This design comes from an exercise in tuning for small area on the open sky130 flow, not from production work. Only simulation tests tie the RTL to the original design; equivalence was not proved. No driver is modelled on the clock port, so clocking that relies on it looks cheaper here than on a real chip. Power and IR drop assume default switching activity.

### config.mk
export PLATFORM = sky130hd
export DESIGN_NAME = top
export DESIGN_NICKNAME = top
export VERILOG_FILES = /design/flow/design.v
export SDC_FILE = /design/flow/constraint.sdc
export NUM_CORES = 4
export LEC_CHECK = 0
export CAP_MARGIN = 0
export CORE_MARGIN = 2
export CORE_UTILIZATION = 78
export PLACE_DENSITY = 0.92
export SLEW_MARGIN = 0
### constraint.sdc
create_clock -name core_clock -period 10.0 [get_ports {clk}]
set_input_delay 2.0000 -clock core_clock [delete_from_list [all_inputs] [get_ports {clk}]]
set_output_delay 2.0000 -clock core_clock [all_outputs]
set_load 0.01 [all_outputs]
### design.v
package state_enc_one_hot_pkg;
    localparam logic [5:0] PRE_FIRST_IDLE = 6'b000001;
    localparam logic [5:0] IDLE           = 6'b000010;
    localparam logic [5:0] START          = 6'b000100;
    localparam logic [5:0] DATA           = 6'b001000;
    localparam logic [5:0] PARITY         = 6'b010000;
    localparam logic [5:0] STOP           = 6'b100000;
endpackage
module Rx (
    input logic clk,
    input logic rst_n,
    input logic [10:0] dvsr,
    input logic Rx_din,
    output logic [7:0] Rx_dout,
    output logic Rx_done,
    output logic parity_error,
    output logic framing_error
);
    logic [3:0] st, st_q, st_d;
    function automatic logic [3:0] inc4(input logic [3:0] x, input logic en);
        logic c;
        c = en;
        for (int i = 0; i < 4; i++) begin
            inc4[i] = x[i] ^ c;
            c = c & x[i];
        end
    endfunction
    function automatic logic [4:0] inc5(input logic [4:0] x, input logic en);
        logic c;
        c = en;
        for (int i = 0; i < 5; i++) begin
            inc5[i] = x[i] ^ c;
            c = c & x[i];
        end
    endfunction
    logic [4:0] sub;
    logic [10:0] cnt;
    logic par;
    logic wait_start, term, tick, ev;
    assign wait_start = st[3] & st[1] & !(st[2] & st[0]);
    assign term = (cnt == 11'd1);
    assign tick = term & !wait_start;
    assign ev = tick & (&sub);
    always_ff @(posedge clk) begin
        cnt <= (wait_start | term) ? dvsr : cnt - 11'd1;
    end
    assign st = st_q ^ 4'b1011;
    always_comb begin
        if (wait_start) begin
            st_d = {1'b1, !Rx_din, 2'b11};
        end
        else begin
            st_d = inc4(st, ev) | {1'b0, ev & st[3] & !st[2] & st[0] & !Rx_din, 2'b00};
        end
    end
    always_ff @(posedge clk or negedge rst_n) begin
        if (!rst_n) begin
            st_q <= 4'd0;
        end
        else begin
            st_q <= st_d ^ 4'b1011;
        end
    end
    always_ff @(posedge clk) begin
        sub <= wait_start ? 5'd16 : inc5(sub, tick);
    end
    always_ff @(posedge clk) begin
        if (ev & !st[3]) begin
            Rx_dout <= {Rx_din, Rx_dout[7:1]};
        end
    end
    always_ff @(posedge clk or negedge rst_n) begin
        if (!rst_n) begin
            par <= 1'b0;
        end
        else begin
            par <= !wait_start & (par ^ (ev & Rx_din & !(st[3] & st[0])));
        end
    end
    assign Rx_done = st[3] & st[1] & !st[0];
    assign framing_error = st[3] & st[2] & !st[0];
    assign parity_error = par & st[3] & (st[1] ^ st[0]);
endmodule
module Tx (
    input logic clk,
    input logic rst_n,
    input logic [10:0] dvsr,
    input logic Tx_empty,
    input logic Tx_bit,
    output logic [2:0] Tx_bit_no,
    output logic Tx_dout,
    output logic Tx_done
);
    logic [3:0] st;
    function automatic logic [3:0] inc4(input logic [3:0] x, input logic en);
        logic c;
        c = en;
        for (int i = 0; i < 4; i++) begin
            inc4[i] = x[i] ^ c;
            c = c & x[i];
        end
    endfunction
    function automatic logic [4:0] inc5(input logic [4:0] x, input logic en);
        logic c;
        c = en;
        for (int i = 0; i < 5; i++) begin
            inc5[i] = x[i] ^ c;
            c = c & x[i];
        end
    endfunction
    logic [4:0] sub;
    logic [10:0] cnt;
    logic par;
    logic idle, not_busy, term, tick, ev;
    assign not_busy = st[3] & st[1] & !st[2];
    assign idle = not_busy & st[0];
    assign Tx_done = not_busy & !st[0];
    assign term = (cnt == 11'd1);
    assign tick = term & !not_busy;
    assign ev = tick & (&sub);
    assign Tx_bit_no = st[2:0];
    always_ff @(posedge clk) begin
        cnt <= (not_busy | term) ? dvsr : cnt - 11'd1;
    end
    always_ff @(posedge clk or negedge rst_n) begin
        if (!rst_n) begin
            st <= 4'd10;
        end
        else if (idle) begin
            st[2] <= !Tx_empty;
        end
        else begin
            st <= inc4(st, ev | Tx_done);
        end
    end
    always_ff @(posedge clk) begin
        sub <= not_busy ? 5'd0 : inc5(sub, tick);
    end
    always_ff @(posedge clk or negedge rst_n) begin
        if (!rst_n) begin
            par <= 1'b0;
            Tx_dout <= 1'b1;
        end
        else begin
            par <= !not_busy & (par ^ (ev & !st[3] & Tx_bit));
            if (!st[3]) begin
                Tx_dout <= Tx_bit;
            end
            else if (st[2]) begin
                Tx_dout <= 1'b0;
            end
            else begin
                Tx_dout <= st[1] | st[0] | par;
            end
        end
    end
endmodule
module FIFO (
    input logic clk,
    input logic rst_n,
    input logic wr_en,
    input logic rd_en,
    input logic [7:0] wr_data,
    input logic [2:0] rd_bit,
    output logic [7:0] head,
    output logic head_bit,
    output logic full,
    output logic empty
);
    logic [7:0] mem [0:7];
    logic [3:0] nlast;
    logic wr, rd;
    assign empty = !nlast[3];
    assign full = nlast[3] & !(|nlast[2:0]);
    assign wr = wr_en & !full;
    assign rd = rd_en & !empty;
    assign head = mem[~nlast[2:0]];
    assign head_bit = head[rd_bit];
    always_ff @(posedge clk or negedge rst_n) begin
        if (!rst_n) begin
            nlast <= 4'd0;
        end
        else if (wr & !rd) begin
            nlast <= nlast - 4'd1;
        end
        else if (rd & !wr) begin
            nlast <= nlast + 4'd1;
        end
    end
    always_ff @(posedge clk) begin
        if (wr) begin
            mem[0] <= wr_data;
            for (int i = 1; i < 8; i++) begin
                mem[i] <= mem[i - 1];
            end
        end
    end
endmodule
module top (
    input logic clk,
    input logic rst_n,
    input logic [15:0] dvsr,
    input logic Rx_din,
    input logic rd_uart,
    input logic wr_uart,
    input logic [7:0] wr_data,
    output logic [7:0] rd_data,
    output logic Tx_dout,
    output logic Rx_full,
    output logic Rx_empty,
    output logic Tx_full,
    output logic parity_error,
    output logic framing_error
);
    logic [7:0] Rx_dout;
    logic Rx_done;
    logic [7:0] Rx_head;
    logic Rx_head_bit;
    logic Tx_empty;
    logic Tx_done;
    logic Tx_bit;
    logic [2:0] Tx_bit_no;
    logic [7:0] Tx_head;
    Rx Rx_inst (
        .clk(clk),
        .rst_n(rst_n),
        .dvsr(dvsr[10:0]),
        .Rx_din(Rx_din),
        .Rx_dout(Rx_dout),
        .Rx_done(Rx_done),
        .parity_error(parity_error),
        .framing_error(framing_error)
    );
    FIFO Rx_fifo_inst (
        .clk(clk),
        .rst_n(rst_n),
        .wr_en(Rx_done),
        .rd_en(rd_uart),
        .wr_data(Rx_dout),
        .rd_bit(3'd0),
        .head(Rx_head),
        .head_bit(Rx_head_bit),
        .full(Rx_full),
        .empty(Rx_empty)
    );
    always_ff @(posedge clk or negedge rst_n) begin
        if (!rst_n) begin
            rd_data <= 8'd0;
        end
        else if (rd_uart & !Rx_empty) begin
            rd_data <= Rx_head;
        end
    end
    Tx Tx_inst (
        .clk(clk),
        .rst_n(rst_n),
        .dvsr(dvsr[10:0]),
        .Tx_empty(Tx_empty),
        .Tx_bit(Tx_bit),
        .Tx_bit_no(Tx_bit_no),
        .Tx_dout(Tx_dout),
        .Tx_done(Tx_done)
    );
    FIFO Tx_fifo_inst (
        .clk(clk),
        .rst_n(rst_n),
        .wr_en(wr_uart),
        .rd_en(Tx_done),
        .wr_data(wr_data),
        .rd_bit(Tx_bit_no),
        .head(Tx_head),
        .head_bit(Tx_bit),
        .full(Tx_full),
        .empty(Tx_empty)
    );
endmodule
### flow/run.sh
#!/bin/bash
# The standard layout with these changes:
#  - synthesis maps all logic, adders included, with an area-oriented ABC script
#    (flow/abc_map.script) instead of ORFS's adder cells and speed script; everything
#    else in synthesis, and so every register, is as in the standard synthesis
#  - port buffers are buf_1
#  - the clock tree is built from clkbuf_4 without dummy loads, then buffers whose
#    sinks see a slow edge are upsized (flow/clk_fix.tcl)
set -e
rm -rf scripts_area
cp -r "$FLOW_HOME/scripts" scripts_area
cp flow/abc_map.script scripts_area/abc_speed.script
SCRIPTS_DIR=$PWD/scripts_area bash standard.sh ADDER_MAP_FILE= synth > synth.log 2>&1
export BUFFER_PORTS_ARGS="-buffer_cell sky130_fd_sc_hd__buf_1"
export CTS_ARGS="-sink_clustering_enable -repair_clock_nets -dont_use_dummy_load -buf_list sky130_fd_sc_hd__clkbuf_4"
export POST_CTS_TCL=$PWD/flow/clk_fix.tcl
bash standard.sh > standard.log 2>&1
### flow/abc_map.script
&get -n
&st
&dc2
&dch -f
&nf -R 1000 -p -F 8 -A 4 -C 32
&put
### flow/clk_fix.tcl
set clk_slew_target 0.110
set next_size {sky130_fd_sc_hd__clkbuf_1 sky130_fd_sc_hd__clkbuf_2
               sky130_fd_sc_hd__clkbuf_2 sky130_fd_sc_hd__clkbuf_4
               sky130_fd_sc_hd__clkbuf_4 sky130_fd_sc_hd__clkbuf_8
               sky130_fd_sc_hd__clkbuf_8 sky130_fd_sc_hd__clkbuf_16}
set lib_cells {}
foreach {from to} $next_size { dict set lib_cells $from $to }

proc pin_slew { pin } {
  return [expr max([get_property $pin slew_max_rise], [get_property $pin slew_max_fall])]
}

set_propagated_clock [all_clocks]
for {set iter 0} {$iter < 40} {incr iter} {
  estimate_parasitics -placement
  set worst 0
  set worst_drv ""
  foreach inst [get_cells clkbuf_*] {
    set m [get_property $inst ref_name]
    if {![dict exists $lib_cells $m]} { continue }
    set out [get_pins -of_objects $inst -filter "direction==output"]
    set net [get_nets -of_objects $out]
    foreach p [get_pins -of_objects $net -filter "direction==input"] {
      set s [pin_slew $p]
      if {$s > $worst} { set worst $s; set worst_drv $inst }
    }
  }
  puts "clk_fix: iteration $iter worst sink slew [format %.1f [expr $worst * 1000]] ps at [get_full_name $worst_drv]"
  if {$worst <= $clk_slew_target || $worst_drv eq ""} { break }
  # upsize the driver, or the buffer feeding it when the driver's own input is slow
  set drv $worst_drv
  set in [get_pins -of_objects $drv -filter "direction==input"]
  set innet [get_nets -of_objects $in]
  set up [lindex [get_pins -of_objects $innet -filter "direction==output"] 0]
  if {$up ne "" && [pin_slew $in] > $clk_slew_target} {
    set updrv [get_cells -of_objects $up]
    if {[dict exists $lib_cells [get_property $updrv ref_name]]} { set drv $updrv }
  }
  set m [get_property $drv ref_name]
  puts "clk_fix: [get_full_name $drv] $m -> [dict get $lib_cells $m]"
  replace_cell $drv [dict get $lib_cells $m]
}
detailed_placement
check_placement -verbose
### standard.sh
#!/bin/bash
# synth_recipe.tcl (not shown) runs the flow's synth.tcl, then flattens the netlist and writes it again
# the make line also repeats each setting of config.mk as NAME=value (left out here)
make -C /OpenROAD-flow-scripts/flow DESIGN_CONFIG=/design/flow/config.mk WORK_HOME=/design/flow/orfs CLKGATE_MAP_FILE= SYNTH_SCRIPT=/design/flow/synth_recipe.tcl "${@:-finish}"
==> results of run 1 <==
## area by class of cell
class | count | area [um^2]
Clock buffer | 17 | 201.4
Tap cell | 111 | 138.9
Sequential cell | 195 | 5404
Inverter | 6 | 22.52
Multi-Input combinational cell | 315 | 1926
Fill cell | 449 | 1313
Timing Repair Buffer | 44 | 191.4
## through the flow
stage | hold slack (ps) | area [um^2] | instances | power (uW) | worst slack, ps
detailed placement | 410.7 | 7682 | 671 | 1494 | 6454
global route | 437.1 | 7884 | 688 | 1927 | 6285
finish | 419.0 | 7884 | 688 | 1853 | 6381
floorplan | 400.3 | 7345 | 516 | 1342 | 5439
global placement | 403.4 | 7682 | 671 | 1459 | 6507
## worst min path at each step
stage | slack (ps) | endpoint | cells past startpoint
floorplan | 400 | Rx_fifo_inst.mem[0][0] | 0
global placement | 400 | Rx_fifo_inst.mem[0][0] | 0
detailed placement | 410 | Rx_fifo_inst.mem[0][0] | 0
global route | 440 | Rx_fifo_inst.mem[0][0] | 0
finish | 420 | Tx_fifo_inst.mem[7][5] | 0
## synthesized netlist by cell type
cell type | number | share of area (%)
o21ai_0 | 33 | 2.2
clkinv_1 | 6 | 0.31
o311ai_0 | 2 | 0.24
mux2_1 | 2 | 0.31
a222oi_1 | 14 | 1.9
or2_0 | 1 | 0.085
o31ai_1 | 1 | 0.10
a21oi_1 | 37 | 2.5
nand3_1 | 14 | 0.95
a211oi_1 | 3 | 0.31
a21o_1 | 2 | 0.20
nand2_1 | 30 | 1.5
o21bai_1 | 4 | 0.41
and2_0 | 5 | 0.43
a22o_1 | 2 | 0.24
nor3_1 | 14 | 0.95
and3_1 | 8 | 0.68
dfxtp_1 | 32 | 8.7
dfstp_2 | 3 | 1.1
o211ai_1 | 2 | 0.20
xnor2_1 | 13 | 1.6
o21a_1 | 3 | 0.31
a41oi_1 | 1 | 0.12
a22oi_1 | 29 | 3.0
nor2_1 | 33 | 1.7
o22a_1 | 1 | 0.12
xor2_1 | 11 | 1.3
nor4_1 | 4 | 0.34
a32o_1 | 1 | 0.14
dfrtp_1 | 24 | 8.2
nor4b_1 | 1 | 0.12
a221oi_1 | 2 | 0.24
edfxtp_1 | 136 | 56
or4_1 | 1 | 0.10
or3_1 | 4 | 0.34
a31oi_1 | 9 | 0.77
nand4_1 | 6 | 0.51
maj3_1 | 2 | 0.27
nor3b_1 | 6 | 0.61
and3b_1 | 3 | 0.36
nor2b_1 | 7 | 0.60
nand2b_1 | 4 | 0.34
## routing by layer
metal	vias to the layer above	global-route usage (%)
li1	2147	-
met4	0	10.91
met1	2297	40.52
met3	26	9.293
met2	275	49.28
met5	-	0
## flip-flops by register name, summed over array words and instances (netlist names), 5 cells and up
signal	cells
Rx_fifo_inst.mem	64
Rx_inst.Rx_dout	8
Rx_inst.cnt	11
Rx_inst.sub	5
Tx_fifo_inst.mem	64
Tx_inst.cnt	11
Tx_inst.sub	5
rd_data	8
## critical path: stages, from the launching register on
cell     delay [ps]
dfrtp_1         510
nor3_1          320
and2_0          270
buf_1           180
## cells by family after synthesis
family | after synthesis
flops | 195
mux | 2
simple gates | 141
buf+inv | 6
fa+ha+maj | 2
xor+xnor | 24
compound gates | 146
## power groups by stage
stage               logic, uW  registers [uW]  clock network [uW]
finish                    428            1070                 355
global route              463            1080                 381
detailed placement        412            1080                   0
global placement          388            1070                   0
floorplan                 278            1060                   0
==> impl_metrics.json, run 1 <==
{
  "status": "finished clean",
  "max_slew_margin_pct": 10.08,
  "syn_to_final_growth_pct": 7.342,
  "n_antenna_cell": 0,
  "fmax_mhz": 276.4,
  "period_share_pct": 36.19,
  "p_int_uw": 1271,
  "rsz0062_at_grt": "no",
  "synth_seq_cells": 195,
  "drive_gt1_share_pct": 5.026,
  "avgSynthCellArea_um2": 14.23,
  "grt_overflow": 0,
  "dp_hpwl_um": 9472,
  "clkSlewWorstSetupHoldPaths_ps": 110,
  "setup_tns_ps": 0,
  "final_common_cell": "edfxtp_1",
  "port_buffers": 37,
  "layout_common_cells": "136 x edfxtp_1, 37 x a21oi_1, 37 x buf_1",
  "wirelength_um": 14570,
  "synth-adder-area-share_pct": 0.2726,
  "ioPinCount": 43,
  "fin_util_pct": 85.73,
  "synth_seq_area_share_pct": 73.58,
  "viasPerCell": 6.897,
  "num-nets-final": 608,
  "r2r_cells": 11,
  "crit_type": "reg2out",
  "met3_length_um": 1380,
  "met1Wirelength_um": 5741,
  "synthesis.area_mm2": 0.007345,
  "vias": 4745,
  "drv_cap": 0,
  "hp-start": "Tx_fifo_inst.mem[6][5]",
  "grt_max_degree": 67,
  "fp.dieH_um": 101.0,
  "maxSlewViolCount": 0,
  "clk_latency_ps": 380,
  "power.leakage_uw": 0.002684,
  "grt_pass1_vias": 4659,
  "synth_cells": 516,
  "drcViolationCount": 0,
  "hold_viol": 0,
  "critical_path.reg2reg.startpoint": "Tx_fifo_inst.nlast[1]",
  "ys_types": 42,
  "worstPathRequired_ps": 8000,
  "synth_mux_area_share_pct": 0.3066,
  "cp-end-kind": "output pin",
  "fin_skew_ps": 35.47,
  "die_area_mm2": 0.01021,
  "swShare_pct": 31.41,
  "die_w_um": 101.0,
  "seq_power_share_pct": 57.7,
  "timing.rr.end": "Tx_inst.par",
  "rows": 35,
  "cp-startpoint": "Rx_fifo_inst.nlast[0]",
  "power.switching_uw": 582.1,
  "reg2reg_slack_ps": 6680,
  "grt_pass1_wl_um": 23160,
  "synth_simple_gate_area_share_pct": 9.642,
  "core_mm2": 0.009196,
  "crit_path_start_kind": "register",
  "drt-initial-drc-count": 502,
  "gp_congestion": 0.8437,
  "synth_compound_area_share_pct": 13.03,
  "cts_sinks": 195,
  "synth_top_family_by_area": "compound AO/OA/AOI/OAI gates",
  "cp-endpoint": "Rx_full",
  "grt_usage_pct": 30.68,
  "antenna_found_initial": 0,
  "syn-num-nets": 545,
  "cp_data_arrival_time_ps": 1620,
  "wl_met2_um": 7215,
  "cp_max_fo": 10,
  "cellPowerDensity_mw_per_mm2": 235.0,
  "combPwrFrac_pct": 23.1,
  "wire_per_inst_um": 21.18,
  "yosys.area_share.xor_xnor_pct": 2.862,
  "worst_slew_pin_slew_ps": 1346,
  "cts_tree": "yes",
  "top_layer_used": "met4",
  "clock_power_share_pct": 19.2,
  "ir_drop_uv": 124.7,
  "ant_nets": 0,
  "finalWorstPathRequiredPeriod_ps": 3619,
  "drtPass1Iterations": 5,
  "setup_viol": 0,
  "hold_class": "reg2reg",
  "synth_warnings": 5,
  "initial_utilization_pct": 79.86
}
==> run 2, diff against run 1 <==
--- a/config.mk
+++ b/config.mk
@@ -7,6 +7,6 @@
 export LEC_CHECK = 0
 export CAP_MARGIN = 0
 export CORE_MARGIN = 2
-export CORE_UTILIZATION = 78
-export PLACE_DENSITY = 0.92
+export CORE_UTILIZATION = 70
+export PLACE_DENSITY = 0.85
 export SLEW_MARGIN = 0
==> impl_metrics.json, run 2 <==
{
  "status": "finished clean",
  "syn_to_final_growth_pct": 8.075,
  "ioPinCount": 43,
  "cp_max_fo": 13,
  "die_w_um": 106.4,
  "setup_viol": 0,
  "synth_warnings": 5,
  "crit_path_start_kind": "register",
  "timing.rr.end": "Rx_inst.st_q[2]",
  "cts_sinks": 195,
  "synthesis.area_mm2": 0.007345,
  "whs_endpoint": "Tx_fifo_inst.mem[6][4]",
  "grt_pass1_wl_um": 22360,
  "clkSlewWorstSetupHoldPaths_ps": 110,
  "combPwrFrac_pct": 23.4,
  "clock_power_share_pct": 19.1,
  "rsz0062_at_grt": "no",
  "synthFlopType": "edfxtp_1",
  "crit_chain": "nor3_1 -> and2_0 -> buf_1",
  "top_regs": "Rx_fifo_inst.mem: 64 flops, Tx_fifo_inst.mem: 64 flops",
  "synth_seq_area_share_pct": 73.58,
  "drv_cap": 0,
  "port_buffers": 37,
  "rows": 37,
  "initial_utilization_pct": 71.46,
  "max_slew_margin_pct": 35.94,
  "dp_hpwl_um": 9094,
  "syn-num-nets": 545,
  "yosysMostFrequentCell": "edfxtp_1",
  "drtPass1Iterations": 7,
  "final_common_cell": "edfxtp_1",
  "grt_pass1_vias": 4571,
  "period_share_pct": 36.09,
  "grt_overflow": 0,
  "fmax_mhz": 277.1,
  "vias": 4658,
  "ant_nets": 0,
  "holdPathStages": 0,
  "hold_class": "reg2reg",
  "final_cell_area_mm2": 0.007938,
  "async_flop_share_pct": 13.85,
  "layout_common_cells": "136 x edfxtp_1, 37 x a21oi_1, 37 x buf_1",
  "drive_gt1_share_pct": 5.517,
  "synth_cells": 516,
  "grt_usage_pct": 26.49,
  "p_int_uw": 1277,
  "hold_viol": 0,
  "avgSynthCellArea_um2": 14.23,
  "cts_tree": "yes",
  "maxSlewViolCount": 0,
  "viasPerCell": 6.506,
  "synth_seq_cells": 195,
  "reg2reg_slack_ps": 7210,
  "fin_skew_ps": 30.35,
  "die_area_mm2": 0.01133,
  "synth-edff-count": 136,
  "synth_top_area_cell": "edfxtp_1",
  "ys_types": 42,
  "worst_path_largest_cell_delay_ps": 530,
  "seq_power_share_pct": 57.6,
  "swShare_pct": 31.04,
  "gp_congestion": 0.8161,
  "crit_type": "reg2out",
  "clk_latency_ps": 390,
  "wire_per_inst_um": 19.56,
  "fp.dieH_um": 106.4,
  "worst_slew_pin_slew_ps": 953.6,
  "cp-end-kind": "output pin",
  "grt_max_degree": 67,
  "place_area_mm2": 0.007736,
  "drcViolationCount": 0,
  "power.switching_uw": 574.7,
  "core_mm2": 0.01028,
  "n_antenna_cell": 0,
  "critical_path.reg2reg.startpoint": "Rx_inst.st_q[0]",
  "synthTopCellsByCount": "136 x edfxtp_1, 37 x a21oi_1, 33 x nor2_1, 33 x o21ai_0, 32 x dfxtp_1",
  "setup_tns_ps": 0,
  "power.leakage_uw": 0.002700,
  "crit_path_top_delay_cell": "dfrtp_1",
  "synth.top_cell.area_share_pct": 55.60,
  "cellPowerDensity_mw_per_mm2": 233.2,
  "worstPathRequired_ps": 8000,
  "num-nets-final": 611,
  "r2r_cells": 10,
  "cp_data_arrival_time_ps": 1610,
  "hp-start": "Tx_fifo_inst.mem[5][4]",
  "finalWorstPathRequiredPeriod_ps": 3609,
  "wirelength_um": 14010,
  "drt-initial-drc-count": 495,
  "ir_drop_uv": 172.6,
  "yosys-top-cells-area": "edfxtp_1 56%, dfxtp_1 8.7%, dfrtp_1 8.2%, a22oi_1 3.0%, a21oi_1 2.5%",
  "antenna_found_initial": 0
}
-- run 2: cell counts after synthesis --
Identical to the previous run, type by type.
-- run 2: layout make-up --
class	count	area, um^2
clock buffer	17	201.4
fill	634	2340
inverter	6	22.52
multi-input combinational	315	1926
sequential	195	5404
tap	136	170.2
timing repair buffer	47	214.0
-- run 2: power by group through the flow --
stage,logic [uW],clock network [uW],registers (uW)
finish,433,353,1070
global route,471,385,1080
detailed placement,419,0,1080
global placement,398,0,1070
floorplan,278,0,1060
-- run 2: metal layers --
layer  share of wire (%)  vias up  track usage, %
met4                 2.4        0           14.29
met1                  41     2233           36.24
met3                 8.2       35           6.438
met5                   0        -               0
li1                    -     2154               -
met2                  48      236           39.97
-- run 2: critical path: cells and delay by family, from the launching register on --
kind	cells	cell delay [ps]
buffers and inverters	1	160
flip-flops	1	530
AND/OR/NAND/NOR	2	550
-- run 2: cell families (layout without fill, tap and decap cells) --
logic type	after synthesis	in the layout	share of synthesized area, %
compound gates	146	146	13.03
xor+xnor	24	24	2.862
fa+ha+maj	2	2	0.2726
buf+inv	6	70	0.3066
flops	195	195	73.58
mux	2	2	0.3066
simple gates	141	141	9.642
-- run 2: worst max-delay path by stage --
stage                           from                     to  slack [ps]  cells after the start
2_1_floorplan  Rx_fifo_inst.nlast[0]  Rx_fifo_inst.nlast[1]        5440                      7
6_report       Tx_fifo_inst.nlast[0]                Tx_full        6390                      3
5_1_grt        Tx_fifo_inst.nlast[0]                Tx_full        6320                      3
3_5_place_dp                 wr_uart  Tx_fifo_inst.nlast[3]        6460                      7
3_3_place_gp                 wr_uart  Tx_fifo_inst.nlast[3]        6480                      7
-- run 2: per-stage QoR --
stage | util [%] | worst slack (ps) | cells | power [uW] | hold slack [ps]
after detailed placement | 75.27 | 6455 | 699 | 1499 | 425.5
after global placement | 75.27 | 6481 | 699 | 1469 | 404.6
after global routing | 77.23 | 6320 | 716 | 1935 | 435.8
final | 77.23 | 6391 | 716 | 1851 | 434.3
after floorplan | - | 5439 | 516 | 1342 | 400.3
==> run 3, diff against run 2 <==
--- a/flow/clk_fix.tcl
+++ b/flow/clk_fix.tcl
@@ -1,4 +1,4 @@
-set clk_slew_target 0.110
+set clk_slew_target 0.105
 set next_size {sky130_fd_sc_hd__clkbuf_1 sky130_fd_sc_hd__clkbuf_2
                sky130_fd_sc_hd__clkbuf_2 sky130_fd_sc_hd__clkbuf_4
                sky130_fd_sc_hd__clkbuf_4 sky130_fd_sc_hd__clkbuf_8
==> config.mk (replaced) <==
export PLATFORM = sky130hd
export DESIGN_NAME = top
export DESIGN_NICKNAME = top
export VERILOG_FILES = /design/flow/design.v
export SDC_FILE = /design/flow/constraint.sdc
export NUM_CORES = 4
export LEC_CHECK = 0
export CAP_MARGIN = 20
export CORE_MARGIN = 2
export CORE_UTILIZATION = 78
export GPL_TIMING_DRIVEN = 0
export PLACE_DENSITY = 0.92
export SLEW_MARGIN = 20
==> impl_metrics.json, run 3 <==
{
  "vias": 4836,
  "top_regs": "Rx_fifo_inst.mem: 64 flops, Tx_fifo_inst.mem: 64 flops",
  "avgSynthCellArea_um2": 14.23,
  "timing.rr.end": "Tx_fifo_inst.nlast[3]",
  "rsz0062_at_grt": "no",
  "crit_path_top_delay_cell": "nor3_2",
  "critical_path.reg2reg.startpoint": "Tx_fifo_inst.nlast[0]",
  "fin_skew_ps": 26.61,
  "status": "finished clean",
  "synth_warnings": 5,
  "power.leakage_uw": 0.002705,
  "setup_viol": 0,
  "initial_utilization_pct": 79.86,
  "clock_power_share_pct": 19.9,
  "seq_power_share_pct": 56.9,
  "finalWorstPathRequiredPeriod_ps": 4221,
  "ant_nets": 0,
  "whs_endpoint": "Tx_fifo_inst.mem[3][7]",
  "worst_slew_pin_slew_ps": 937.6,
  "grt_pass1_vias": 4592,
  "hold_class": "reg2reg",
  "cp-startpoint": "Tx_fifo_inst.nlast[0]",
  "drive_gt1_share_pct": 5.749,
  "drtPass1Iterations": 5,
  "yosys-top-cells-area": "edfxtp_1 56%, dfxtp_1 8.7%, dfrtp_1 8.2%, a22oi_1 3.0%, a21oi_1 2.5%",
  "ys_types": 42,
  "drcViolationCount": 0,
  "cts_tree": "yes",
  "fmax_mhz": 236.9,
  "grt_max_degree": 37,
  "period_share_pct": 42.21,
  "grt_usage_pct": 31.51,
  "cp-end-kind": "output pin",
  "cp_max_fo": 13,
  "rows": 35,
  "synthTopCellsByCount": "136 x edfxtp_1, 37 x a21oi_1, 33 x nor2_1, 33 x o21ai_0, 32 x dfxtp_1",
  "synth_cells": 516,
  "core_mm2": 0.009196,
  "die_w_um": 101.0,
  "cellPowerDensity_mw_per_mm2": 237.7,
  "gp_congestion": 0.8128,
  "wirelength_um": 15140,
  "nFillCells": 404,
  "r2r_cells": 8,
  "cts_sinks": 195,
  "cp_data_arrival_time_ps": 2220,
  "syn-num-nets": 545,
  "setup_tns_ps": 0,
  "final_common_cell": "edfxtp_1",
  "num-nets-final": 605,
  "grt_overflow": 0,
  "yosysMostFrequentCell": "edfxtp_1",
  "p_int_uw": 1287,
  "worst_path_largest_cell_delay_ps": 780,
  "combPwrFrac_pct": 23.2,
  "async_flop_share_pct": 13.85,
  "swShare_pct": 31.94,
  "holdPathStages": 0,
  "fin_util_pct": 86.54,
  "clkSlewWorstSetupHoldPaths_ps": 100,
  "p_total_uw": 1892,
  "synth_seq_area_share_pct": 73.58,
  "antenna_found_initial": 0,
  "layout_common_cells": "136 x edfxtp_1, 37 x a21oi_1, 36 x buf_1",
  "wire_per_inst_um": 22.10,
  "worstPathRequired_ps": 8000,
  "crit_path_start_kind": "register",
  "synthFlopType": "edfxtp_1",
  "maxSlewViolCount": 0,
  "dp.cells": 668,
  "synthesis.area_mm2": 0.007345,
  "stdcell_count": 685,
  "ioPinCount": 43,
  "crit_chain": "nor3_2 -> and2_0 -> buf_1",
  "synth_top_area_cell": "edfxtp_1",
  "max_slew_margin_pct": 37.01,
  "drt-initial-drc-count": 676,
  "hold_viol": 0,
  "clk_latency_ps": 390,
  "grt_pass1_wl_um": 23580,
  "viasPerCell": 7.060,
  "power.switching_uw": 604.3,
  "drv_cap": 0,
  "hp-start": "Tx_fifo_inst.mem[2][7]",
  "reg2reg_slack_ps": 6780,
  "synth_seq_cells": 195,
  "synth-edff-count": 136,
  "fp.dieH_um": 101.0,
  "dp_hpwl_um": 9829,
  "ir_drop_uv": 141.6,
  "crit_type": "reg2out",
  "die_area_mm2": 0.01021,
  "port_buffers": 37,
  "syn_to_final_growth_pct": 8.365,
  "synth.top_cell.area_share_pct": 55.60,
  "n_antenna_cell": 0
}
==> run 3: cell count changes in the layout (fill, tap and decap cells not counted), sizes merged <==
| cell | delta |
|---|---|
| buf | -6 |
| clkinv | +1 |
| inv | -1 |
==> run 3: final cells by class <==
class / instances / area [um^2] / area share, %
well taps: 111 / 138.9 / 1.745
inverters: 6 / 23.77 / 0.2987
multi-input cells: 315 / 1953 / 24.54
clock buffers: 17 / 226.5 / 2.845
flip-flops and latches: 195 / 5404 / 67.90
repair buffers: 41 / 212.7 / 2.673
==> run 3: power by group through the flow <==
| stage | Sequential [uW] | Combinational [uW] | Clock [uW] |
|---|---|---|---|
| floorplan | 1060 | 278 | 0 |
| detailed placement | 1090 | 416 | 0 |
| global placement | 1070 | 379 | 0 |
| finish | 1080 | 439 | 376 |
| global route | 1090 | 467 | 401 |
==> run 3: worst max-delay path by stage <==
stage / endpoint / slack [ps] / cells past startpoint
final: Tx_full / 5780 / 3
after global routing: Rx_full / 5730 / 3
after detailed placement: Rx_full / 6290 / 3
after global placement: Rx_fifo_inst.nlast[1] / 4420 / 7
after floorplan: Rx_fifo_inst.nlast[1] / 5440 / 7
==> run 3: kinds of logic (layout without fill, tap and decap cells) <==
group,Yosys count,in the layout,synth area share (%)
buf+inv,6,64,0.3066
compound gates,146,146,13.03
xor+xnor,24,24,2.862
simple gates,141,141,9.642
fa+ha+maj,2,2,0.2726
mux,2,2,0.3066
flops,195,195,73.58
==> run 3: layer usage <==
layer | track usage, % | vias to the layer above | share of wire, % | wire, um
li1 | - | 2135 | - | -
met1 | 41.67 | 2317 | 37 | 5671
met2 | 49.54 | 328 | 48 | 7337
met3 | 8.877 | 56 | 11 | 1603
met4 | 14.45 | 0 | 3.5 | 525
met5 | 0 | - | 0 | 0
==> run 3: through the flow <==
step                instance area, um^2  worst slack [ps]  hold slack (ps)
finish                             7959              5779            435.7
global placement                   7622              4424            425.4
detailed placement                 7722              6286            434.5
floorplan                          7345              5439            400.3
global route                       7959              5727            436.8
==> run 3: worst max-delay path: cells and delay by family, from the launching register on <==
kind / cells / cell delay (ps)
simple gates: 2 / 1090
flops: 1 / 570
buf+inv: 1 / 190
==> run 4, diff against run 3 <==
--- a/config.mk
+++ b/config.mk
@@ -8,6 +8,5 @@
 export CAP_MARGIN = 20
 export CORE_MARGIN = 2
 export CORE_UTILIZATION = 78
-export GPL_TIMING_DRIVEN = 0
 export PLACE_DENSITY = 0.92
 export SLEW_MARGIN = 20
==> impl_metrics.json, run 4 <==
{
  "yosysMostFrequentCell": "edfxtp_1",
  "grt_usage_pct": 30.80,
  "worstPathRequired_ps": 8000,
  "grt_pass1_vias": 4660,
  "synth_cells": 516,
  "cts_sinks": 195,
  "async_flop_share_pct": 13.85,
  "syn-num-nets": 545,
  "reg2reg_slack_ps": 7120,
  "fmax_mhz": 275.7,
  "synth.top_cell.area_share_pct": 55.60,
  "critical_path.reg2reg.startpoint": "Tx_fifo_inst.nlast[1]",
  "hold_class": "reg2reg",
  "drtPass1Iterations": 5,
  "grt_max_degree": 67,
  "r2r_cells": 11,
  "synthFlopType": "edfxtp_1",
  "yosys-top-cells-area": "edfxtp_1 56%, dfxtp_1 8.7%, dfrtp_1 8.2%, a22oi_1 3.0%, a21oi_1 2.5%",
  "top_regs": "Rx_fifo_inst.mem: 64 flops, Tx_fifo_inst.mem: 64 flops",
  "ioPinCount": 43,
  "dp_hpwl_um": 9472,
  "synth-edff-count": 136,
  "cellPowerDensity_mw_per_mm2": 236.0,
  "ant_nets": 0,
  "final_common_cell": "edfxtp_1",
  "wirelength_um": 14650,
  "antenna_found_initial": 0,
  "fp.dieH_um": 101.0,
  "num-nets-final": 608,
  "cp_max_fo": 10,
  "cp-endpoint": "Rx_full",
  "gp_congestion": 0.8437,
  "cp-startpoint": "Rx_fifo_inst.nlast[0]",
  "worst_slew_pin_slew_ps": 917.8,
  "synth_warnings": 5,
  "fin_skew_ps": 32.91,
  "ys_types": 42,
  "drcViolationCount": 0,
  "finalWorstPathRequiredPeriod_ps": 3627,
  "vias": 4750,
  "syn_to_final_growth_pct": 7.717,
  "setup_tns_ps": 0,
  "initial_utilization_pct": 79.86,
  "grt_overflow": 0,
  "crit_path_start_kind": "register",
  "synthTopCellsByCount": "136 x edfxtp_1, 37 x a21oi_1, 33 x nor2_1, 33 x o21ai_0, 32 x dfxtp_1",
  "cp_data_arrival_time_ps": 1630,
  "n_antenna_cell": 0,
  "core_mm2": 0.009196,
  "viasPerCell": 6.904,
  "period_share_pct": 36.27,
  "clkSlewWorstSetupHoldPaths_ps": 110,
  "clk_latency_ps": 390,
  "rsz0062_at_grt": "no",
  "synth_seq_cells": 195,
  "ir_drop_uv": 174.1,
  "p_total_uw": 1867,
  "synthesis.area_mm2": 0.007345,
  "wire_per_inst_um": 21.29,
  "cp-end-kind": "output pin",
  "grt_pass1_wl_um": 23230,
  "place_area_mm2": 0.007682,
  "die_area_mm2": 0.01021,
  "max_slew_margin_pct": 38.34,
  "synth_top_area_cell": "edfxtp_1",
  "power.leakage_uw": 0.002695,
  "cts_tree": "yes",
  "crit_type": "reg2out",
  "drt-initial-drc-count": 465,
  "timing.rr.end": "Tx_inst.par",
  "setup_viol": 0,
  "rows": 35,
  "maxSlewViolCount": 0,
  "drv_cap": 0,
  "hold_viol": 0,
  "avgSynthCellArea_um2": 14.23,
  "port_buffers": 37,
  "layout_common_cells": "136 x edfxtp_1, 37 x a21oi_1, 37 x buf_1",
  "drive_gt1_share_pct": 5.546,
  "die_w_um": 101.0,
  "holdPathStages": 0,
  "synth_seq_area_share_pct": 73.58,
  "final_cell_area_mm2": 0.007911,
  "status": "finished clean"
}
## run 4: cell counts after synthesis
Identical to the previous run, type by type.
## run 4: metal layers
layer,wire [um],up-vias,global-route usage (%),part of all wire (%)
met5,0,-,0,0
met4,289,0,11.33,2.0
met3,1422,35,9.362,9.7
met2,7274,254,49.44,50
met1,5658,2313,40.52,39
li1,-,2148,-,-
## run 4: layout make-up
type	count	area (um^2)
Tap cell	111	138.9
Sequential cell	195	5404
Fill cell	442	1285
Clock buffer	17	214.0
Inverter	6	22.52
Multi-Input combinational cell	315	1941
Timing Repair Buffer	44	191.4
## run 4: metrics by stage
stage | std cells | utilization [%] | worst slack [ps] | hold WS, ps
floorplan | 516 | - | 5439 | 400.3
global placement | 671 | 83.54 | 6507 | 403.4
global route | 688 | 86.03 | 6271 | 437.1
detailed placement | 671 | 83.54 | 6454 | 410.7
finish | 688 | 86.03 | 6373 | 424.8
## run 4: logic make-up (layout without fill, tap and decap cells)
logic type / count (synthesis) / after routing / share of synthesized area [%]
adders and majority gates: 2 / 2 / 0.2726
muxes: 2 / 2 / 0.3066
DFF: 195 / 195 / 73.58
AOI/OAI and AO/OA: 146 / 146 / 13.03
xor gates and xnor gates: 24 / 24 / 2.862
buffers and inverters: 6 / 67 / 0.3066
and+or+nand+nor: 141 / 141 / 9.642
## run 4: critical path, cell delays in order, from the launching register on
cell	delay (ps)
dfrtp_1	510
nor3_1	320
and2_0	270
buf_1	180
## run 4: worst min path at each step
stage,from,end,slack (ps)
5_1_grt,Rx_inst.Rx_dout[0],Rx_fifo_inst.mem[0][0],440
2_1_floorplan,Rx_inst.Rx_dout[0],Rx_fifo_inst.mem[0][0],400
6_report,Rx_fifo_inst.mem[6][2],Rx_fifo_inst.mem[7][2],420
3_5_place_dp,Rx_inst.Rx_dout[0],Rx_fifo_inst.mem[0][0],410
3_3_place_gp,Rx_inst.Rx_dout[0],Rx_fifo_inst.mem[0][0],400
## run 4: where the power goes
group	internal (uW)	total (uW)	switching (uW)
clock network	140	363	223
registers	972	1070	99.2
logic	168	432	264
total	1280	1870	586
==> run 5, diff against run 4 <==
--- a/design.v
+++ b/design.v
@@ -196,6 +196,53 @@
         end
     end
 endmodule
+module FIFO_drain (
+    input logic clk,
+    input logic rst_n,
+    input logic wr_en,
+    input logic rd_en,
+    input logic [7:0] wr_data,
+    input logic [2:0] rd_bit,
+    output logic head_bit,
+    output logic full,
+    output logic empty
+);
+    logic [7:0] mem [0:7];
+    logic [7:0] valid;
+    logic [7:0] moves;
+    logic wr;
+    assign full = &valid;
+    assign empty = !(|valid);
+    assign wr = wr_en & !full;
+    assign head_bit = mem[0][rd_bit];
+    always_comb begin
+        moves[0] = rd_en & valid[0];
+        for (int i = 1; i < 8; i++) begin
+            moves[i] = valid[i] & (!valid[i - 1] | moves[i - 1]);
+        end
+    end
+    always_ff @(posedge clk or negedge rst_n) begin
+        if (!rst_n) begin
+            valid <= 8'd0;
+        end
+        else begin
+            for (int i = 0; i < 7; i++) begin
+                valid[i] <= (valid[i] & !moves[i]) | moves[i + 1];
+            end
+            valid[7] <= (valid[7] & !moves[7]) | wr;
+        end
+    end
+    always_ff @(posedge clk) begin
+        for (int i = 0; i < 7; i++) begin
+            if (moves[i + 1]) begin
+                mem[i] <= mem[i + 1];
+            end
+        end
+        if (wr) begin
+            mem[7] <= wr_data;
+        end
+    end
+endmodule
 module top (
     input logic clk,
     input logic rst_n,
@@ -220,7 +267,6 @@
     logic Tx_done;
     logic Tx_bit;
     logic [2:0] Tx_bit_no;
-    logic [7:0] Tx_head;
     Rx Rx_inst (
         .clk(clk),
         .rst_n(rst_n),
@@ -261,14 +307,13 @@
         .Tx_dout(Tx_dout),
         .Tx_done(Tx_done)
     );
-    FIFO Tx_fifo_inst (
+    FIFO_drain Tx_fifo_inst (
         .clk(clk),
         .rst_n(rst_n),
         .wr_en(wr_uart),
         .rd_en(Tx_done),
         .wr_data(wr_data),
         .rd_bit(Tx_bit_no),
-        .head(Tx_head),
         .head_bit(Tx_bit),
         .full(Tx_full),
         .empty(Tx_empty)
--- a/flow/run.sh
+++ b/flow/run.sh
@@ -6,6 +6,8 @@
 #  - port buffers are buf_1
 #  - the clock tree is built from clkbuf_4 without dummy loads, then buffers whose
 #    sinks see a slow edge are upsized (flow/clk_fix.tcl)
+# Each tool's output goes to synth.log / standard.log here and to ORFS's own logs
+# under orfs/logs.
 set -e
 rm -rf scripts_area
 cp -r "$FLOW_HOME/scripts" scripts_area
--- a/config.mk
+++ b/config.mk
@@ -7,6 +7,6 @@
 export LEC_CHECK = 0
 export CAP_MARGIN = 20
 export CORE_MARGIN = 2
-export CORE_UTILIZATION = 78
-export PLACE_DENSITY = 0.92
+export CORE_UTILIZATION = 70
+export PLACE_DENSITY = 0.85
 export SLEW_MARGIN = 20
==> impl_metrics.json, run 5 <==
{
  "max_slew_margin_pct": 45.73,
  "synth_cells": 474,
  "grt_overflow": 0,
  "synth_seq_cells": 199,
  "r2r_cells": 9,
  "async_flop_share_pct": 15.58,
  "maxSlewViolCount": 0,
  "hold_viol": 0,
  "synthTopCellsByCount": "136 x edfxtp_1, 43 x nor2_1, 32 x dfxtp_1",
  "drt-initial-drc-count": 242,
  "period_share_pct": 35.88,
  "setup_viol": 0,
  "wire_per_inst_um": 17.39,
  "fin_skew_ps": 17.56,
  "synth_seq_area_share_pct": 77.13,
  "ant_nets": 0,
  "worst_slew_pin_slew_ps": 814.0,
  "clkSlewWorstSetupHoldPaths_ps": 90,
  "num-nets-final": 564,
  "reg2reg_slack_ps": 6880,
  "worst-path-stages": 3,
  "synth.top_cell.area_share_pct": 57.23,
  "cp_max_fo": 10,
  "worstPathRequired_ps": 8000,
  "finalWorstPathRequiredPeriod_ps": 3588,
  "cp_data_arrival_time_ps": 1590,
  "synth_top_area_cell": "edfxtp_1",
  "nFillCells": 588,
  "grt_usage_pct": 23.00,
  "drtPass1Iterations": 5,
  "critical_path.reg2reg.startpoint": "Tx_inst.st[1]",
  "synth-edff-count": 136,
  "antenna_found_initial": 0,
  "fin_util_pct": 78.78,
  "crit_path_top_delay_cell": "dfrtp_1",
  "synth_warnings": 7,
  "crit_type": "reg2out",
  "cp-end-kind": "output pin",
  "initial_utilization_pct": 72.67,
  "power.leakage_uw": 0.002636,
  "p_total_uw": 1697,
  "n_antenna_cell": 0,
  "ioPinCount": 43,
  "yosys-top-cells-area": "edfxtp_1 57%, dfrtp_1 9.8%, dfxtp_1 9.0%, nor2_1 2.3%, a21oi_1 2.0%",
  "layout_common_cells": "136 x edfxtp_1, 42 x nor2_1, 36 x buf_1",
  "worst_path_largest_cell_delay_ps": 510,
  "cts_sinks": 199,
  "viasPerCell": 6.021,
  "drive_gt1_share_pct": 5.816,
  "dp_hpwl_um": 7861,
  "timing.rr.end": "Tx_fifo_inst.mem[6][5]",
  "grt_max_degree": 69,
  "fp.dieH_um": 105.0,
  "syn-num-nets": 503,
  "gp_congestion": 0.7663,
  "grt_pass1_wl_um": 19050,
  "synthesis.area_mm2": 0.007136,
  "wirelength_um": 11580,
  "core_mm2": 0.009819,
  "holdPathStages": 0,
  "crit_path_start_kind": "register",
  "rows": 36,
  "cellPowerDensity_mw_per_mm2": 219.4,
  "yosysMostFrequentCell": "edfxtp_1",
  "critical_path_buf_inv_count": 1,
  "final_common_cell": "edfxtp_1",
  "die_w_um": 105.0,
  "die_area_mm2": 0.01102,
  "path_delay_family": "simple AND/OR/NAND/NOR gates",
  "top_regs": "Rx_fifo_inst.mem: 64 flops, Tx_fifo_inst.mem: 64 flops",
  "hold_class": "reg2reg",
  "grt_pass1_vias": 3976,
  "setup_tns_ps": 0,
  "drv_cap": 0,
  "crit_chain": "nor3_1 -> and2_0 -> buf_1",
  "syn_to_final_growth_pct": 8.417,
  "fmax_mhz": 278.7,
  "cp-endpoint": "Rx_full",
  "rsz0062_at_grt": "no",
  "vias": 4010,
  "drcViolationCount": 0,
  "status": "finished clean",
  "port_buffers": 37,
  "ys_types": 42,
  "synthFlopType": "edfxtp_1",
  "cp-startpoint": "Rx_fifo_inst.nlast[2]",
  "clk_latency_ps": 380,
  "avgSynthCellArea_um2": 15.05,
  "cts_tree": "yes",
  "ir_drop_uv": 179.0
}
==> run 5: cell count changes after synthesis, sizes merged, moves of 6 or more <==
cell and delta:
a21oi -9, a222oi -6, a22oi -13, nand2b +8
nor2 +10, o21ai -12
==> run 5: worst min path at each step <==
stage                                  end              startpoint  slack (ps)
global placement    Tx_fifo_inst.mem[6][6]  Tx_fifo_inst.mem[7][6]         400
global route        Tx_fifo_inst.mem[1][7]  Tx_fifo_inst.mem[2][7]         430
detailed placement  Tx_fifo_inst.mem[3][4]  Tx_fifo_inst.mem[4][4]         400
finish              Tx_fifo_inst.mem[3][4]  Tx_fifo_inst.mem[4][4]         420
floorplan           Rx_fifo_inst.mem[0][0]      Rx_inst.Rx_dout[0]         400
==> run 5: final cells by class <==
cell class | instances | area, um^2 | share of cell area [%]
well taps | 133 | 166.4 | 2.151
flip-flops and latches | 199 | 5504 | 71.15
multi-input cells | 271 | 1634 | 21.12
inverters | 4 | 15.01 | 0.1941
repair buffers | 42 | 177.7 | 2.297
clock buffers | 17 | 239.0 | 3.089
==> run 5: kinds of logic after synthesis <==
kind of cell              after synthesis  share of synthesized area [%]
and+or+nand+nor                       154                          10.99
AOI/OAI and AO/OA                      95                          8.452
muxes                                   6                          1.245
xor gates and xnor gates               16                          1.964
DFF                                   199                          77.13
buffers and inverters                   4                         0.2104
==> run 5: layer usage <==
metal	global-route usage (%)	share of wire [%]	wire length [um]	vias up
met1	30.59	43	4923	1932
met2	35.95	49	5671	123
met5	0	0	0	-
met3	6.425	6.1	711	29
met4	10.29	2.4	275	0
li1	-	-	-	1926
==> run 5: report_power, final <==
group / internal (uW) / total, uW / switching, uW
registers: 950 / 1020 / 73.4
logic: 125 / 295 / 170
clock network: 157 / 379 / 222
total: 1230 / 1700 / 465
==> run 5: stage by stage <==
step	cells	setup slack [ps]	area (um^2)	hold WS [ps]
global route	666	6266	7736	428.1
finish	666	6412	7736	423.7
detailed placement	649	6441	7497	404.5
global placement	649	6509	7487	400.5
floorplan	474	4981	7136	400.3
==> run 5: worst register-to-register path: cells and delay by family, from the launching register on <==
kind,cells,cell delay (ps)
buf+inv,1,160
flops,1,570
simple gates,7,1780
compound gates,1,270
==> run 6, diff against run 5 <==
--- a/config.mk
+++ b/config.mk
@@ -7,6 +7,6 @@
 export LEC_CHECK = 0
 export CAP_MARGIN = 20
 export CORE_MARGIN = 2
-export CORE_UTILIZATION = 70
-export PLACE_DENSITY = 0.85
+export CORE_UTILIZATION = 78
+export PLACE_DENSITY = 0.92
 export SLEW_MARGIN = 20
==> impl_metrics.json, run 6 <==
{
  "worstPathRequired_ps": 8000,
  "crit_type": "reg2out",
  "die_w_um": 99.65,
  "wirelength_um": 13240,
  "final_common_cell": "edfxtp_1",
  "grt_pass1_wl_um": 20930,
  "ys_types": 42,
  "drcViolationCount": 0,
  "finalWorstPathRequiredPeriod_ps": 3767,
  "grt_pass1_vias": 4220,
  "cts_sinks": 199,
  "ioPinCount": 43,
  "dp_hpwl_um": 8587,
  "dp.cells": 623,
  "crit_chain": "nor3_1 -> and2_0 -> buf_1",
  "stdcell_count": 640,
  "met1Wirelength_um": 5051,
  "viasPerCell": 6.722,
  "top_regs": "Rx_fifo_inst.mem: 64 flops, Tx_fifo_inst.mem: 64 flops",
  "power.leakage_uw": 0.002627,
  "n_antenna_cell": 0,
  "clkSlewWorstSetupHoldPaths_ps": 110,
  "worst_slew_pin_slew_ps": 885.7,
  "yosys-top-cells-area": "edfxtp_1 57%, dfrtp_1 9.8%, dfxtp_1 9.0%, nor2_1 2.3%, a21oi_1 2.0%",
  "drv_cap": 0,
  "fmax_mhz": 265.4,
  "async_flop_share_pct": 15.58,
  "holdPathStages": 0,
  "cp-end-kind": "output pin",
  "top_layer_used": "met4",
  "wl_met2_um": 6846,
  "worst_path_largest_cell_delay_ps": 540,
  "period_share_pct": 37.67,
  "hold_viol": 0,
  "multi_input_area_mm2": 0.001639,
  "syn_to_final_growth_pct": 7.663,
  "synth_warnings": 7,
  "synth_seq_cells": 199,
  "fin_skew_ps": 32.84,
  "port_buffers": 37,
  "rows": 34,
  "cellPowerDensity_mw_per_mm2": 221.4,
  "ant_nets": 0,
  "grt_overflow": 0,
  "gp_congestion": 0.8110,
  "p_total_uw": 1701,
  "wire_per_inst_um": 20.69,
  "core_mm2": 0.008806,
  "ir_drop_uv": 153.1,
  "syn-num-nets": 503,
  "hold_class": "reg2reg",
  "synth_seq_area_share_pct": 77.13,
  "num-nets-final": 563,
  "initial_utilization_pct": 81.03,
  "grt_max_degree": 69,
  "drt-initial-drc-count": 414,
  "drtPass1Iterations": 5,
  "synthesis.area_mm2": 0.007136,
  "cp_data_arrival_time_ps": 1770,
  "setup_viol": 0,
  "setup_tns_ps": 0,
  "antenna_found_initial": 0,
  "nFillCells": 375,
  "status": "finished clean",
  "vias": 4302,
  "die_area_mm2": 0.009929,
  "yosysMostFrequentCell": "edfxtp_1",
  "clk_latency_ps": 390,
  "rsz0062_at_grt": "no",
  "synth_top_area_cell": "edfxtp_1",
  "regArea_mm2": 0.005504,
  "synth-edff-count": 136,
  "met3_length_um": 1054,
  "synthTopCellsByCount": "136 x edfxtp_1, 43 x nor2_1, 32 x dfxtp_1",
  "avgSynthCellArea_um2": 15.05,
  "cp_max_fo": 10,
  "crit_path_top_delay_cell": "dfrtp_1",
  "fp.dieH_um": 99.65,
  "synth_cells": 474,
  "max_slew_margin_pct": 40.95,
  "drive_gt1_share_pct": 5.827,
  "cts_tree": "yes",
  "crit_path_start_kind": "register",
  "grt_usage_pct": 28.52,
  "r2r_cells": 11,
  "layout_common_cells": "136 x edfxtp_1, 42 x nor2_1, 36 x buf_1",
  "synthFlopType": "edfxtp_1",
  "maxSlewViolCount": 0,
  "synth.top_cell.area_share_pct": 57.23
}
run 6: cell counts after synthesis:
Identical to the previous run, type by type.
run 6: final timing paths:
kind	startpoint	end	slack [ps]
setup / recovery	Rx_fifo_inst.nlast[2]	Rx_full	6230
hold / removal	Tx_fifo_inst.mem[1][6]	Tx_fifo_inst.mem[0][6]	400
setup reg to reg	Rx_inst.cnt[8]	Rx_inst.st_q[2]	6580
hold reg to reg	Tx_fifo_inst.mem[1][6]	Tx_fifo_inst.mem[0][6]	400
max in group asynchronous	rst_n	rd_data[0]	7700
min in group asynchronous	rst_n	Tx_inst.st[0]	1720
run 6: layer usage:
metal | track usage [%] | vias to the layer above
met2 | 46.52 | 263
met5 | 0 | -
met1 | 37.16 | 2089
met4 | 13.49 | 0
met3 | 6.606 | 28
li1 | - | 1922
run 6: kinds of logic (layout without fill, tap and decap cells):
family	Yosys count	after routing	synth area share (%)
DFF	199	199	77.13
and+or+nand+nor	154	154	10.99
buffers and inverters	4	62	0.2104
AOI/OAI and AO/OA	95	95	8.452
muxes	6	6	1.245
xor gates and xnor gates	16	16	1.964
run 6: critical path: cells and delay by family, from the launching register on:
family | cells | cell delay, ps
DFF | 1 | 540
buffers and inverters | 1 | 190
and+or+nand+nor | 2 | 660
run 6: cell type report:
class	count	share of cell area (%)
flip-flops and latches	199	71.64
clock buffers	17	2.850
repair buffers	41	2.215
multi-input cells	271	21.34
inverters	4	0.1954
well taps	108	1.759
run 6: metrics by stage:
step                      worst slack (ps)  hold WS, ps  util (%)  area (um^2)
after detailed placement              6157        404.5     84.64         7453
after global routing                  6189        417.4     87.24         7682
after floorplan                       4981        400.3         -         7136
after global placement                6409        400.2     84.58         7448
final                                 6233        403.5     87.24         7682
run 6: where the power goes:
group          internal (uW)  switching (uW)  total, uW
combinational            125             179        304
clock                    145             223        368
sequential               949            79.1       1030
==> run 7, diff against run 6 <==
--- a/design.v
+++ b/design.v
@@ -155,68 +155,75 @@
         end
     end
 endmodule
-module FIFO (
+module FIFO_drain (
     input logic clk,
     input logic rst_n,
     input logic wr_en,
     input logic rd_en,
     input logic [7:0] wr_data,
     input logic [2:0] rd_bit,
-    output logic [7:0] head,
     output logic head_bit,
     output logic full,
     output logic empty
 );
     logic [7:0] mem [0:7];
-    logic [3:0] nlast;
-    logic wr, rd;
-    assign empty = !nlast[3];
-    assign full = nlast[3] & !(|nlast[2:0]);
+    logic [7:0] valid;
+    logic [7:0] moves;
+    logic wr;
+    assign full = &valid;
+    assign empty = !(|valid);
     assign wr = wr_en & !full;
-    assign rd = rd_en & !empty;
-    assign head = mem[~nlast[2:0]];
-    assign head_bit = head[rd_bit];
+    assign head_bit = mem[0][rd_bit];
+    always_comb begin
+        moves[0] = rd_en & valid[0];
+        for (int i = 1; i < 8; i++) begin
+            moves[i] = valid[i] & (!valid[i - 1] | moves[i - 1]);
+        end
+    end
     always_ff @(posedge clk or negedge rst_n) begin
         if (!rst_n) begin
-            nlast <= 4'd0;
-        end
-        else if (wr & !rd) begin
-            nlast <= nlast - 4'd1;
+            valid <= 8'd0;
         end
-        else if (rd & !wr) begin
-            nlast <= nlast + 4'd1;
+        else begin
+            for (int i = 0; i < 7; i++) begin
+                valid[i] <= (valid[i] & !moves[i]) | moves[i + 1];
+            end
+            valid[7] <= (valid[7] & !moves[7]) | wr;
         end
     end
     always_ff @(posedge clk) begin
-        if (wr) begin
-            mem[0] <= wr_data;
-            for (int i = 1; i < 8; i++) begin
-                mem[i] <= mem[i - 1];
+        for (int i = 0; i < 7; i++) begin
+            if (moves[i + 1]) begin
+                mem[i] <= mem[i + 1];
             end
         end
+        if (wr) begin
+            mem[7] <= wr_data;
+        end
     end
 endmodule
-module FIFO_drain (
+module FIFO_rx (
     input logic clk,
     input logic rst_n,
     input logic wr_en,
     input logic rd_en,
     input logic [7:0] wr_data,
-    input logic [2:0] rd_bit,
-    output logic head_bit,
+    output logic [7:0] head,
     output logic full,
     output logic empty
 );
     logic [7:0] mem [0:7];
     logic [7:0] valid;
     logic [7:0] moves;
-    logic wr;
+    logic wr, rd, flush;
     assign full = &valid;
     assign empty = !(|valid);
     assign wr = wr_en & !full;
-    assign head_bit = mem[0][rd_bit];
+    assign rd = rd_en & !empty;
+    assign flush = rd & !valid[0];
+    assign head = valid[0] ? mem[0] : wr_data;
     always_comb begin
-        moves[0] = rd_en & valid[0];
+        moves[0] = rd & valid[0];
         for (int i = 1; i < 8; i++) begin
             moves[i] = valid[i] & (!valid[i - 1] | moves[i - 1]);
         end
@@ -225,6 +232,9 @@
         if (!rst_n) begin
             valid <= 8'd0;
         end
+        else if (flush) begin
+            valid <= 8'd0;
+        end
         else begin
             for (int i = 0; i < 7; i++) begin
                 valid[i] <= (valid[i] & !moves[i]) | moves[i + 1];
@@ -262,7 +272,6 @@
     logic [7:0] Rx_dout;
     logic Rx_done;
     logic [7:0] Rx_head;
-    logic Rx_head_bit;
     logic Tx_empty;
     logic Tx_done;
     logic Tx_bit;
@@ -277,15 +286,13 @@
         .parity_error(parity_error),
         .framing_error(framing_error)
     );
-    FIFO Rx_fifo_inst (
+    FIFO_rx Rx_fifo_inst (
         .clk(clk),
         .rst_n(rst_n),
         .wr_en(Rx_done),
         .rd_en(rd_uart),
         .wr_data(Rx_dout),
-        .rd_bit(3'd0),
         .head(Rx_head),
-        .head_bit(Rx_head_bit),
         .full(Rx_full),
         .empty(Rx_empty)
     );
--- a/config.mk
+++ b/config.mk
@@ -7,6 +7,6 @@
 export LEC_CHECK = 0
 export CAP_MARGIN = 20
 export CORE_MARGIN = 2
-export CORE_UTILIZATION = 78
-export PLACE_DENSITY = 0.92
+export CORE_UTILIZATION = 70
+export PLACE_DENSITY = 0.85
 export SLEW_MARGIN = 20
==> impl_metrics.json, run 7 <==
{
  "n_antenna_cell": 0,
  "wire_per_inst_um": 17.29,
  "grt_pass1_vias": 4100,
  "dp.cells": 639,
  "period_share_pct": 40.82,
  "cellPowerDensity_mw_per_mm2": 206.5,
  "ioPinCount": 43,
  "top_regs": "Rx_fifo_inst.mem: 64 flops, Tx_fifo_inst.mem: 64 flops",
  "worstPathRequired_ps": 8000,
  "hold_class": "reg2reg",
  "gp_congestion": 0.8054,
  "num-nets-final": 585,
  "nFillCells": 553,
  "async_flop_share_pct": 17.24,
  "stdcell_count": 687,
  "synth_seq_cells": 203,
  "setup_viol": 0,
  "die_area_mm2": 0.01097,
  "ys_types": 35,
  "yosysMostFrequentCell": "edfxtp_1",
  "synthesis.area_mm2": 0.007104,
  "synth-edff-count": 136,
  "syn_to_final_growth_pct": 10.51,
  "maxSlewViolCount": 0,
  "cp_max_fo": 16,
  "synth_simple_gate_area_share_pct": 10.95,
  "cp_data_arrival_time_ps": 2080,
  "synth_top_family_by_area": "simple AND/OR/NAND/NOR gates",
  "antenna_found_initial": 0,
  "syn-num-nets": 496,
  "ant_nets": 0,
  "rsz0062_at_grt": "no",
  "p_total_uw": 1621,
  "synth_seq_area_share_pct": 78.88,
  "power.leakage_uw": 0.002706,
  "yosys.area_share.xor_xnor_pct": 1.973,
  "grt_usage_pct": 22.53,
  "ir_drop_uv": 107.8,
  "drcViolationCount": 0,
  "crit_path_start_kind": "register",
  "die_w_um": 104.7,
  "synth-adder-area-share_pct": 0,
  "grt_max_degree": 36,
  "final_cell_area_mm2": 0.007851,
  "fp.dieH_um": 104.7,
  "synth_cells": 467,
  "layout_common_cells": "136 x edfxtp_1, 43 x clkbuf_4, 39 x nor2_1",
  "max_slew_margin_pct": 28.19,
  "finalWorstPathRequiredPeriod_ps": 4082,
  "synth_mux_area_share_pct": 1.902,
  "vias": 4047,
  "hold_viol": 0,
  "dp_hpwl_um": 8045,
  "synthTopCellsByCount": "136 x edfxtp_1, 39 x nor2_1, 32 x dfrtp_1, 32 x dfxtp_1",
  "setup_tns_ps": 0,
  "grt_overflow": 0,
  "crit_type": "reg2out",
  "critical_path_buf_inv_count": 2,
  "cts_tree": "yes",
  "grt_pass1_wl_um": 19110,
  "synth_compound_area_share_pct": 6.076,
  "wirelength_um": 11880,
  "fin_skew_ps": 34.62,
  "final_common_cell": "edfxtp_1",
  "core_mm2": 0.009819,
  "rows": 36,
  "cts_sinks": 203,
  "synth_warnings": 7,
  "whs_ps": 387.8,
  "clk_latency_ps": 500,
  "initial_utilization_pct": 72.35,
  "avgSynthCellArea_um2": 15.21,
  "clkSlewWorstSetupHoldPaths_ps": 60,
  "drtPass1Iterations": 5,
  "status": "finished clean",
  "drive_gt1_share_pct": 10.11,
  "fmax_mhz": 245.0,
  "synth.top_cell.area_share_pct": 57.49,
  "place_area_mm2": 0.007426,
  "path_delay_family": "simple AND/OR/NAND/NOR gates",
  "worst_path_largest_cell_delay_ps": 640,
  "crit_chain": "nor4_1 -> nand2_1 -> clkinv_1 -> buf_1",
  "drv_cap": 0,
  "yosys-top-cells-area": "edfxtp_1 57%, dfrtp_1 11%, dfxtp_1 9.0%, o21ai_0 2.2%, nor2_1 2.1%",
  "synthFlopType": "edfxtp_1",
  "synth_top_area_cell": "edfxtp_1",
  "viasPerCell": 5.891,
  "drt-initial-drc-count": 354,
  "crit_path_top_delay_cell": "dfrtp_1",
  "worst_slew_pin_slew_ps": 1068,
  "port_buffers": 37,
  "cp-end-kind": "output pin"
}
## run 7: stage by stage
step	setup WS [ps]	utilization, %
floorplan	6590	-
global placement	6087	75.62
detailed placement	5930	75.62
global route	5804	79.96
finish	5918	79.96
## run 7: cell families after synthesis
logic type             after synthesis
flip-flops                         203
AND/OR/NAND/NOR                    155
AO/OA/AOI/OAI                       78
XOR/XNOR                            16
multiplexers                        11
buffers and inverters                4
## run 7: power by group
group / internal (uW) / switching [uW]
Sequential: 938 / 40.5
Clock: 268 / 266
Combinational: 46.6 / 63.2
## run 7: final timing paths
path                       slack (ps)                endpoint  cells past startpoint                    from
setup / recovery                 5920                Rx_empty                      4   Rx_fifo_inst.valid[0]
hold / removal                    390  Tx_fifo_inst.mem[4][5]                      0  Tx_fifo_inst.mem[5][5]
setup reg to reg                 6940  Tx_fifo_inst.mem[6][7]                      9           Tx_inst.st[3]
hold reg to reg                   390  Tx_fifo_inst.mem[4][5]                      0  Tx_fifo_inst.mem[5][5]
max in group asynchronous        7780              rd_data[7]                      1                   rst_n
min in group asynchronous        1630             Tx_inst.par                      1                   rst_n
## run 7: cell type report
type	count	area, um^2	share of cell area [%]
well taps	133	166.4	2.120
flip-flops and latches	203	5604	71.38
multi-input cells	260	1485	18.92
clock buffers	48	425.4	5.418
inverters	4	15.01	0.1912
repair buffers	39	155.1	1.976
## run 7: per-layer routing
layer  up-vias  global-route usage, %  routed length (um)
met5         -                      0                   0
met4         0                  11.62                 282
met3        29                  5.115                 786
met2       168                  36.09                5836
met1      1924                  29.28                4971
li1       1926                      -                   -

==> separate check: timing with driven ports <==
The flow's constraints put no driver on any port. The routed layouts listed below were extracted and timed again, unchanged, in two steps. Step 1 assumes that a clkbuf_16 drives the clock port and a buf_2 every other input. Step 2 also shifts input and output timing later by t, the mid clock arrival at the registers, as if the neighbouring blocks saw the same clock. Slacks: ideal / step 1 / step 2; pairs: ideal / step 1.
run | t, ns | setup slack, ns | pins driven straight from the clock port
run 1 | 0.408 | 6.381 / 6.341 / 6.453 | 1
run 2 | 0.412 | 6.391 / 6.351 / 6.435 | 1
run 3 | 0.414 | 5.779 / 5.736 / 6.150 | 1
run 4 | 0.410 | 6.373 / 6.332 / 6.418 | 1
run 5 | 0.410 | 6.412 / 6.370 / 6.393 | 1
run 6 | 0.413 | 6.233 / 6.192 / 6.010 | 1
run 7 | 0.511 | 5.918 / 5.887 / 5.994 | 1
After both steps setup and hold are still met in every run listed. The setup slack of run 6, which loses most, moves by -0.041 ns with the drivers and by -0.223 ns with both steps.
